Source: an optimization exercise on an open RTL-to-GDS flow (aim: small area and a short achievable clock period). Production flows keep margins and buffers that such runs may drop.
In this exercise RTL edits were held to simulation tests only and were not proved equivalent to the original.

==> design/flow/run.sh <==
#!/bin/bash
# synth_recipe.tcl (not shown) runs the flow's synth.tcl, then flattens the netlist and writes it again
# the make line also repeats each setting of config.mk as NAME=value (left out here)
make -C /OpenROAD-flow-scripts/flow DESIGN_CONFIG=/design/flow/config.mk WORK_HOME=/design/flow/orfs CLKGATE_MAP_FILE= SYNTH_SCRIPT=/design/flow/synth_recipe.tcl finish
==> design/flow/config.mk <==
export PLATFORM = sky130hd
export DESIGN_NAME = Power_Spec_Cal
export DESIGN_NICKNAME = Power_Spec_Cal
export VERILOG_FILES = /design/flow/design.v
export SDC_FILE = /design/flow/constraint.sdc
export NUM_CORES = 4
export LEC_CHECK = 0
export CAP_MARGIN = 20
export CORE_MARGIN = 2
export CORE_UTILIZATION = 40
export PLACE_DENSITY = 0.6
export SLEW_MARGIN = 20
==> design/flow/constraint.sdc <==
create_clock -name core_clock -period 8.0 [get_ports {clk}]
set_input_delay 1.6000 -clock core_clock [delete_from_list [all_inputs] [get_ports {clk}]]
set_output_delay 1.6000 -clock core_clock [all_outputs]
set_load 0.01 [all_outputs]
==> design/flow/design.v <==
`timescale 1ns / 1ps
module Multiplier_25 (
    input  wire               clk,
    input  wire signed [24:0] a,
    input  wire signed [24:0] b,
    output wire signed [49:0] p
);
reg signed [24:0] a_r, b_r;
reg signed [49:0] p_1, p_2, p_3;
always @(posedge clk) begin
    a_r <= a;
    b_r <= b;
    p_1 <= a_r * b_r;
    p_2 <= p_1;
    p_3 <= p_2;
end
assign p = p_3;
endmodule
`timescale 1ns / 1ps
module Power_Spec_Cal(
           input wire clk,
           input wire rst,
           input wire dv,
           input wire [9:0] xk_index,
           input wire [24:0] fft_data_out_re,
           input wire [24:0] fft_data_out_im,
           output reg [49:0] Power_Spec,		 
           output reg data_valid,				 
           output reg dv_FFT					 
       );
reg signed [24:0] fftout_re_d;
reg signed [24:0] fftout_im_d;
wire signed [49:0] re_square;
wire signed [49:0] im_square;
reg [0:2] dv_reg;
always @(posedge clk or posedge rst)
begin : PipelineRegister_process
    if (rst == 1'b1) begin
        fftout_re_d <= 25'sb0;
        fftout_im_d <= 25'sb0;
    end
    else begin
        fftout_re_d <= fft_data_out_re;
        fftout_im_d <= fft_data_out_im;
    end
end
Multiplier_25 Multiplier_RE (
                  .clk(clk),  
                  .a(fftout_re_d),  
                  .b(fftout_re_d),  
                  .p(re_square)  
              );
Multiplier_25 Multiplier_IM (
                  .clk(clk),  
                  .a(fftout_im_d),  
                  .b(fftout_im_d),  
                  .p(im_square)  
              );
always @(posedge clk or posedge rst)
begin
    if(rst == 1)
        Power_Spec <= 0;
    else
        Power_Spec <= re_square + im_square;
end
always @(posedge clk or posedge rst)
begin
    if(rst == 1)
        data_valid <= 0;
    else
        data_valid <= dv_reg[1];
end
always @(posedge clk or posedge rst)
begin
    if(rst == 1)
    begin
        dv_reg[0] <= 0;
        dv_reg[1] <= 0;
        dv_reg[2] <= 0;
    end
    else
    begin
        dv_reg[0] <= (dv & xk_index[9]);	 
        dv_reg[1] <= dv_reg[0];
        dv_reg[2] <= dv_reg[1];
    end
end
always @(posedge clk or posedge rst)
begin
    if(rst == 1)
    begin
        dv_FFT <= 0;
    end
    else
    begin
        dv_FFT <= dv;
    end
end
endmodule
==> run notes <==
cell type report:
cell class,count,area [um^2],share of cell area [%]
diodes,2,5.00,0.00861
inverters,1404,5280,9.08
clock buffers,63,1410,2.43
repair buffers,243,2150,3.70
multi-input cells,3037,37300,64.1
clock inverters,24,327,0.562
flip-flops and latches,448,9490,16.3
well taps,1742,2180,3.75
per-layer routing:
metal	up-vias	routed length, um	global-route usage [%]
li1	14933	-	-
met1	16828	49000	23.9
met2	588	55600	30.4
met3	159	5530	2.75
met4	0	2850	4.74
met5	-	0	0
Yosys cell counts (3+ instances only):
master and n:
inv_1 1404, fa_1 1213, nand2_1 401, ha_1 353
dfxtp_1 344, and2_1 237, nor2_1 128, clkbuf_1 123
xnor2_1 115, a21oi_1 104, dfrtp_1 104, a21o_1 88
xor2_1 54, nor2b_1 46, o21ai_0 39, o21ai_1 26
nand3_1 25, nand2b_1 23, nor3_1 15, o21a_1 13
nand4_1 12, o21bai_1 11, a211oi_1 10, and3_1 10
a31oi_1 8, o211ai_1 7, a31o_2 6, a211o_1 5
a21oi_2 5, o31ai_1 5, a221o_1 4, mux2i_1 4
nand3b_1 4, a211oi_2 3, a21boi_1 3, a221oi_1 3
and4_1 3, o221ai_1 3
logic make-up (layout without fill, tap and decap cells):
logic type / count (synthesis) / after routing / synth area share, %
adders and majority gates: 1566 / 1566 / 54.7
xor gates and xnor gates: 169 / 169 / 2.82
other: 0 / 2 / 0
buffers and inverters: 1528 / 1734 / 10.9
AOI/OAI and AO/OA: 372 / 372 / 4.84
DFF: 448 / 448 / 18.1
muxes: 7 / 7 / 0.141
and+or+nand+nor: 923 / 923 / 8.51
repair_timing:
item                       CTS  global route
gates resized for setup      0             1
buffers inserted             0             0
setup endpoints to repair    0             6
stage by stage:
step | setup WS (ns) | util, %
floorplan | 0.923 | -
global placement | 0.325 | 43.4
detailed placement | 0.296 | 43.4
CTS | 0.278 | 44.8
global route | 0.0400 | 44.8
finish | 0.434 | 44.8
worst max-delay path, delay by kind of cell (launching register included):
| kind | cells | cell delay [ns] |
|---|---|---|
| adders and majority gates | 8 | 4.33 |
| AOI/OAI and AO/OA | 7 | 1.24 |
| buffers and inverters | 5 | 0.84 |
| DFF | 1 | 0.64 |
| and+or+nand+nor | 3 | 0.31 |
| xor gates and xnor gates | 1 | 0.13 |
worst min path at each step:
stage	start	end	depth (start not counted)
finish	Multiplier_IM.p_1[3]$_DFF_P_	Multiplier_IM.p_2[3]$_DFF_P_	0
global route	Multiplier_IM.p_1[3]$_DFF_P_	Multiplier_IM.p_2[3]$_DFF_P_	0
CTS	Multiplier_IM.p_1[3]$_DFF_P_	Multiplier_IM.p_2[3]$_DFF_P_	0
detailed placement	Multiplier_IM.p_1[2]$_DFF_P_	Multiplier_IM.p_2[2]$_DFF_P_	0
global placement	Multiplier_IM.p_2[10]$_DFF_P_	Multiplier_IM.p_3[10]$_DFF_P_	0
floorplan	Multiplier_IM.p_1[0]$_DFF_P_	Multiplier_IM.p_2[0]$_DFF_P_	0
==> results by group <==
Floorplan
  – Die Y: 366 um
  – Total die area: 134000 um^2
  – Ports: approximately 120
  – Die width: ~370 um
  – FP Rows: about 130
  – Starting Density: 40.4%
  – Core box area: 130000 um^2

Synthesis
  – Largest area contributor in the netlist: fa_1
  – Synth area leaders: fa_1 (46%), dfxtp_1 (13%), inv_1 (10%), ha_1 (8.4%), dfrtp_1 (5.0%)
  – Synthesis-stage register bit count: approximately 450
  – Sequential area share after synthesis: a little under a fifth
  – Syn_nets: around 6600
  – Post-synth ARST share: approximately 23%
  – Number of synthesis warnings: 2
  – Syn Inst Count: about 5000
  – Syn Area/Cell: roughly 10 um^2
  – Unique masters post-synth: between 80 and 90
  – Area share of the largest cell type after synthesis: 46.3%
  – Primary FF master, synth: dfxtp_1
  – Mapped Area: 52500 um^2
  – Post-synth EDFFs: 0

STA
  – F_max: 132 MHz
  – Setup Skew: between 0.03 and 0.04 ns
  – Slew @ Worst Pin: 0.952 ns
  – Final worst path period share: a little over nine tenths
  – Setup_tns: 0 ns
  – # setup viols final: 0
  – Final slew viol count: 0
  – Slew margin rel.: between 30% and 40%
  – RSZ-0062 raised after global routing: false
  – Crit path time final: ~7.6 ns
  – Final hold vios: 0
  – WHS: 0.310 ns

Detailed routing
  – Vias: around 33000
  – Detailed-route DRC error count: 0
  – Drt pass-1 iters: 5
  – Drt wl/cell: around 16 um
  – ANT nets after route: 0
  – Routed vias/inst: approximately 4.7
  – Routed WL: between 100000 and 150000 um
  – DRT iter0 DRCs: approximately 1400

Setup path
  – Setup CP Type: reg -> reg
  – Startpoint types: flip-flop
  – CP Cell Sequence: buf_4 -> and2_1 -> fa_1 -> fa_1 -> inv_1 -> fa_1 -> inv_1 -> fa_1 -> fa_1 -> fa_1 -> inv_1 -> fa_1 -> inv_1 -> ha_1 -> a21oi_1 -> nor2b_1 -> o21ai_0 -> nand2_1 -> a21o_1 -> a21o_1 -> a21oi_1 -> o21ai_1 -> a21oi_1 -> xnor2_1
  – Worst R2R Start: Multiplier_RE.a_r[3]$_DFF_P_
  – R2R cell count: 24
  – Max incr delay on CP: around 0.74 ns
  – Most frequent CP cell: fa_1
  – Crit. End Element: flip-flop
  – CP max stage cell: fa_1
  – Flop2flop setup slack: between 0.4 and 0.5 ns
  – Crit-path max FO: 10
  – Worst Path Required: approximately 8.6 ns
  – Critical Path Sink: Multiplier_RE.p_1[46]$_DFF_P_
  – Arr. time, crit path: 8.13 ns
  – Beginning of the critical path: Multiplier_RE.a_r[3]$_DFF_P_
  – Reg-to-reg critical path endpoint: Multiplier_RE.p_1[46]$_DFF_P_

Clock tree
  – Clk Latency, worst-skew pair: 0.66 ns
  – CTS max path bufs: 3
  – CTS Sinks: 448
  – Clock root buffer: clkbuf_16
  – Num CTS Buffers: 47
  – Reg clk slew, reported paths: around 0.08 ns
  – CTS H-tree depth: 2
  – Hold bufs inserted after CTS: 0
  – TritonCTS clock tree: yes

Place
  – RePlAce Congestion: 0.875
  – HPWL Detailed: between 90000 and 100000 um
  – Buffers added on ports: around 110
  – Placed insts: just under 7000
  – Cell Area, Placed: 56400 um^2

Layout
  – NumNets Final: 6810
  – Most frequent cells in the layout: inv_1 (1403), fa_1 (1213), nand2_1 (401)
  – Biggest register: Power_Spec
  – Commonest non-fill, non-tap cell in the layout: inv_1
  – Area delta synth->final: 10.7%
  – Fin area: 58100 um^2
  – Non-filler cells, final: just under 7000
  – Layout fillers: between 10000 and 15000
  – Largest register FFs: 50
  – Share of cells above drive strength 1: 5.08%

Global routing
  – Largest net degree at the start of global routing: 70
  – First-pass GRT wire length: around 190000 um
  – Vias in the first global route: 36873
  – GRT Overall Usage: 17.9%
  – Grt ovf: 0
  – Initial antenna violation count: 3

Hold path
  – HP Class: reg -> reg

Status
  – Status: complete, no violations

Run
  – MaxCap Viol Count: 0

## re-timing with driven ports
Ports are ideal in the flow. The routed layout listed here was re-timed in OpenROAD. Step 1, drivers: a clkbuf_16 drives clk and a buf_2 each remaining input, both assumed. Step 2, shift: input delay + t, output delay - t, t = (earliest + latest rising clock arrival at the registers) / 2. This alone moves slack from input paths to output paths. Slacks: no drivers / after step 1 / after step 2; pairs: no drivers / after step 1.
shift t [ns]: 0.714
setup WS [ns]: 0.434 / 0.434 / 0.434
worst register clock-pin slew, ns: 0.08 / 0.08
After both steps this run still meets setup and hold. The setup slack of this run moves by 0.000 ns with the drivers and by 0.000 ns with both steps.
